Context: an optimization exercise on an open-source flow, tuned for small area, a short achievable clock period and few clock cycles. The choices shown serve that exercise and are no tape-out recipe. In this exercise RTL edits were held to simulation tests only and were not proved equivalent to the original. Power and IR drop assume default switching activity.

==> flow/design.v (excerpt) <==
module IMC(
    clk,
    rst_n,
    IN_VALID,
    IN,
    OUT_VALID,
    OUT
    );
Size: ~770 cells after synthesis, about 22 I/O pins.
Settings: LEC_CHECK=0, CAP_MARGIN=20, CORE_MARGIN=2, CORE_UTILIZATION=40, SLEW_MARGIN=20; clock period 33.0 ns.
standard.sh (not shown) runs the stock make flow with config.mk's settings and CLKGATE_MAP_FILE= SYNTH_SCRIPT=/design/flow/synth_recipe.tcl, a recipe that flattens the netlist after the stock synthesis.
==> flow/flow/run.sh <==
#!/bin/bash
# Layout flow: the standard synthesis, then the combinational logic between
# the (unchanged) flip-flops is mapped again by ABC for area; the rest is the
# standard ORFS layout, with the port buffers made of buf_2 cells.
set -euo pipefail
HERE=$(pwd)
F=$HERE/flow
LIB=$FLOW_HOME/platforms/sky130hd/lib/sky130_fd_sc_hd__tt_025C_1v80.lib
RES=$HERE/orfs/results/sky130hd/IMC/base
YOSYS=$FLOW_HOME/../tools/install/yosys/bin/yosys
[[ -x $YOSYS ]] || YOSYS=yosys

# 1. standard synthesis
bash standard.sh synth > synth.log 2>&1

# 2. re-map the combinational logic
cp $RES/1_2_yosys.v $HERE/standard_netlist.v
{
  echo "read_liberty -ignore_miss_func $LIB"
  echo "blackbox $(tr '\n' ' ' < $F/seq_cells.txt)"
  echo "read_verilog $HERE/standard_netlist.v"
  echo "hierarchy -top $FLOW_TOP"
  echo "flatten"
  echo "hierarchy -top $FLOW_TOP"
  echo "opt -purge"
  echo "abc -liberty $LIB -script $F/area.abc $(sed 's/^/-dont_use /' $F/dont_use.txt | tr '\n' ' ')"
  echo "opt_clean -purge"
  echo "hilomap -singleton -hicell sky130_fd_sc_hd__conb_1 HI -locell sky130_fd_sc_hd__conb_1 LO"
  echo "splitnets"
  echo "opt_clean -purge"
  echo "stat -liberty $LIB"
  echo "write_verilog -noattr -noexpr -nohex -nodec $HERE/resynth.v"
} > $HERE/resynth.ys
$YOSYS -s $HERE/resynth.ys > resynth.log 2>&1
cp $HERE/resynth.v $RES/1_2_yosys.v
rm -f $RES/1_synth.odb $RES/1_synth.sdc
touch $RES/1_2_yosys.v

# 3. the standard layout from the new netlist
bash standard.sh BUFFER_PORTS_ARGS="-buffer_cell sky130_fd_sc_hd__buf_2" finish > layout.log 2>&1
==> flow/flow/area.abc <==
strash
dc2
dch -f
amap
Other scripts of this flow, unchanged in this note and not shown: flow/flow/dont_use.txt, flow/flow/seq_cells.txt
The baseline went through all stages and came out clean.
Testbench counts at the start, summed over its fixed seeds: cycles 118,728.
Rerun with:
==> flow/flow/area.abc (replaced) <==
strash
dc2
dch -f
amap
topo
buffer -c
upsize -D 4500
dnsize -D 4500
=> Synthesized area rose by 1.3%; wire length fell by 0.92%; cell count hardly moves; cell area rose by 0.60%; first-iteration DRC count fell by 19%; worst setup slack gets better by 0.21 ns; via count fell by 2.3%; synthesized cell count rose by 1.4%; non-clock buffer count rose by 1; worst hold slack gets worse by 0.012 ns; clock-buffer cell count rose by 1.
Rerun with:
==> flow/flow/area.abc (replaced) <==
strash
dc2
dch -f
amap
Settings changed: CAP_MARGIN 20 to 70, SLEW_MARGIN 20 to 70.
Effect: The changed run completed without violations; cell count goes up by 1.5%; combinational power increases by about 9%; synthesized area went down by about 1.3%.
Rerun with:
==> flow/flow/area.abc (replaced) <==
strash
&get -n
&deepsyn -J 50
&put
dch -f
amap
topo
buffer -c
upsize -D 4500
dnsize -D 4500
Settings changed: CAP_MARGIN 70 to 20, SLEW_MARGIN 70 to 20.
=>
- The changed run finished with timing, DRC and antenna clean
- final cell count shrinks by roughly a tenth
- fmax came out higher slightly
- sequential cell count is unchanged
- wire length fell by about a fifth
- hold slack gets worse by 0.018 ns
- cell area came out lower by roughly a tenth

---

## the baseline
Starting RTL as in the previous note.
## IMC
module IMC(
    clk,
    rst_n,
    IN_VALID,
    IN,
    OUT_VALID,
    OUT
    );
input           clk, rst_n, IN_VALID;
input  [ 3:0]   IN;
output reg      OUT_VALID;
output reg [13:0] OUT;
reg  [3:0] t;                    
reg  [3:0] p3, p2, p1, p0;
wire dt1;
wire dt2;
wire dt3;
wire dt4;
wire dt5;
wire dt6;
wire dt7;
wire dt8;
wire dt9;
wire dt10;
wire dt11;
wire dt12;
wire dt13;
wire dt14;
wire dt15;
wire dt16;
wire dt17;
wire dt18;
wire dt19;
wire dt20;
wire dt21;
wire dt22;
wire dt23;
wire dt24;
wire dt25;
wire dt26;
wire dt27;
wire dt28;
wire dt29;
wire dt30;
wire dt31;
wire dt32;
wire dt33;
wire dt34;
wire dt35;
wire dt36;
wire dt37;
wire dt38;
wire dt39;
wire dt40;
wire dt41;
wire dt42;
wire dt43;
wire dt44;
wire dt45;
wire dt46;
wire dt47;
wire dt48;
wire dt49;
wire dt50;
assign dt1 = ((p3[0] & p0[2])) ^ ((p3[1] & p0[1])) ^ ((p3[2] & p0[0]));
assign dt2 = (((p3[0] & p0[2])) & ((p3[1] & p0[1]))) | (((p3[0] & p0[2])) & ((p3[2] & p0[0]))) | (((p3[1] & p0[1])) & ((p3[2] & p0[0])));
assign dt3 = (~(p3[0] & p0[3])) ^ ((p3[1] & p0[2])) ^ ((p3[2] & p0[1]));
assign dt4 = ((~(p3[0] & p0[3])) & ((p3[1] & p0[2]))) | ((~(p3[0] & p0[3])) & ((p3[2] & p0[1]))) | (((p3[1] & p0[2])) & ((p3[2] & p0[1])));
assign dt5 = (~(p3[3] & p0[0])) ^ ((p2[0] & p1[3])) ^ (~(p2[1] & p1[2]));
assign dt6 = ((~(p3[3] & p0[0])) & ((p2[0] & p1[3]))) | ((~(p3[3] & p0[0])) & (~(p2[1] & p1[2]))) | (((p2[0] & p1[3])) & (~(p2[1] & p1[2])));
assign dt7 = (~(p3[1] & p0[3])) ^ ((p3[2] & p0[2])) ^ (~(p3[3] & p0[1]));
assign dt8 = ((~(p3[1] & p0[3])) & ((p3[2] & p0[2]))) | ((~(p3[1] & p0[3])) & (~(p3[3] & p0[1]))) | (((p3[2] & p0[2])) & (~(p3[3] & p0[1])));
assign dt9 = ((p2[1] & p1[3])) ^ (~(p2[2] & p1[2])) ^ ((p2[3] & p1[1]));
assign dt10 = (((p2[1] & p1[3])) & (~(p2[2] & p1[2]))) | (((p2[1] & p1[3])) & ((p2[3] & p1[1]))) | ((~(p2[2] & p1[2])) & ((p2[3] & p1[1])));
assign dt11 = ((p3[0] & p0[1])) ^ ((p3[1] & p0[0])) ^ (~(p2[0] & p1[1]));
  ...
export LEC_CHECK = 0
export CAP_MARGIN = 20
export CORE_MARGIN = 2
export CORE_UTILIZATION = 40
export CTS_CLUSTER_DIAMETER = 200
export CTS_CLUSTER_SIZE = 50
export SLEW_MARGIN = 20
create_clock -name core_clock -period 33.0 [get_ports {clk}]
==> flow/flow/area.abc <==
strash
dc2
dch -f
amap
Scripts as last shown in full above: flow/flow/run.sh
Other scripts of this flow, unchanged in this note and not shown: flow/flow/dont_use.txt, flow/flow/seq_cells.txt
The baseline reached the end of the flow, and the finished layout is clean on the timing, design-rule and antenna checks.
Testbench counts of the baseline, summed over its fixed seeds: cycles 118,728.
What the candidate does differently from the baseline at the input level:
- CTS_CLUSTER_SIZE no longer set, was 50
- CTS_CLUSTER_DIAMETER no longer set, was 200
diff --git a/flow/flow/run.sh b/flow/flow/run.sh
--- a/flow/flow/run.sh
+++ b/flow/flow/run.sh
@@ -26 +26 @@
-  echo "abc -liberty $LIB -script $F/area.abc $(sed 's/^/-dont_use /' $F/dont_use.txt | tr '\n' ' ')"
+  echo "abc -liberty $LIB -D 6000 -script $F/area.abc $(sed 's/^/-dont_use /' $F/dont_use.txt | tr '\n' ' ')"
==> flow/flow/area.abc <==
strash
dc2
dch -f
amap
topo
buffer -c
upsize -c
dnsize -c
Findings:
OUT[10] as the startpoint of the most critical setup path was reported by the candidate, and D[3] by the baseline. On multi-input combinational area share, the baseline and the candidate are basically level. Compared with the baseline, the candidate shows a higher vertical extent of the die. Changes observed in the candidate relative to the baseline: floorplan die width has increased; detailed-placement wirelength estimate went down by 1.8%; worst setup slack went up by 220 ps; final design instance area without fill has increased; number of buffer and inverter stages on the critical path went down.

[what the ideal ports hide]
The flow's constraints put no driver on any port. The routed layouts listed below were extracted and timed again, unchanged, in two steps. Step 1 assumes that a clkbuf_16 drives the clock port and a buf_2 every other input. Step 2 adds t to the input delays and takes it off the output delays; t is the mean of the earliest and latest rising clock arrival at the registers after step 1. Input paths then give back, and output paths get back, about the clock's delay inside the block. Three values: ideal, step 1, step 2; two values: the first two.
run	t (ns)	setup slack, ns	hold slack, ns
the first run of note 1	0.340	25.453 / 25.453 / 25.453	0.385 / 0.385 / 0.385
the second run of note 1	0.334	25.659 / 25.626 / 25.633	0.373 / 0.373 / 0.373
the third run of note 1	0.333	25.633 / 25.599 / 25.574	0.383 / 0.383 / 0.383
the fourth run of note 1	0.330	25.658 / 25.624 / 25.764	0.365 / 0.365 / 0.365
the baseline	0.340	25.453 / 25.453 / 25.453	0.385 / 0.385 / 0.385
the candidate	0.322	25.671 / 25.635 / 25.617	0.371 / 0.371 / 0.371
After both steps setup and hold are still met in every run listed. The setup slack of the third run of note 1, which loses most, moves by -0.034 ns with the drivers and by -0.059 ns with both steps.
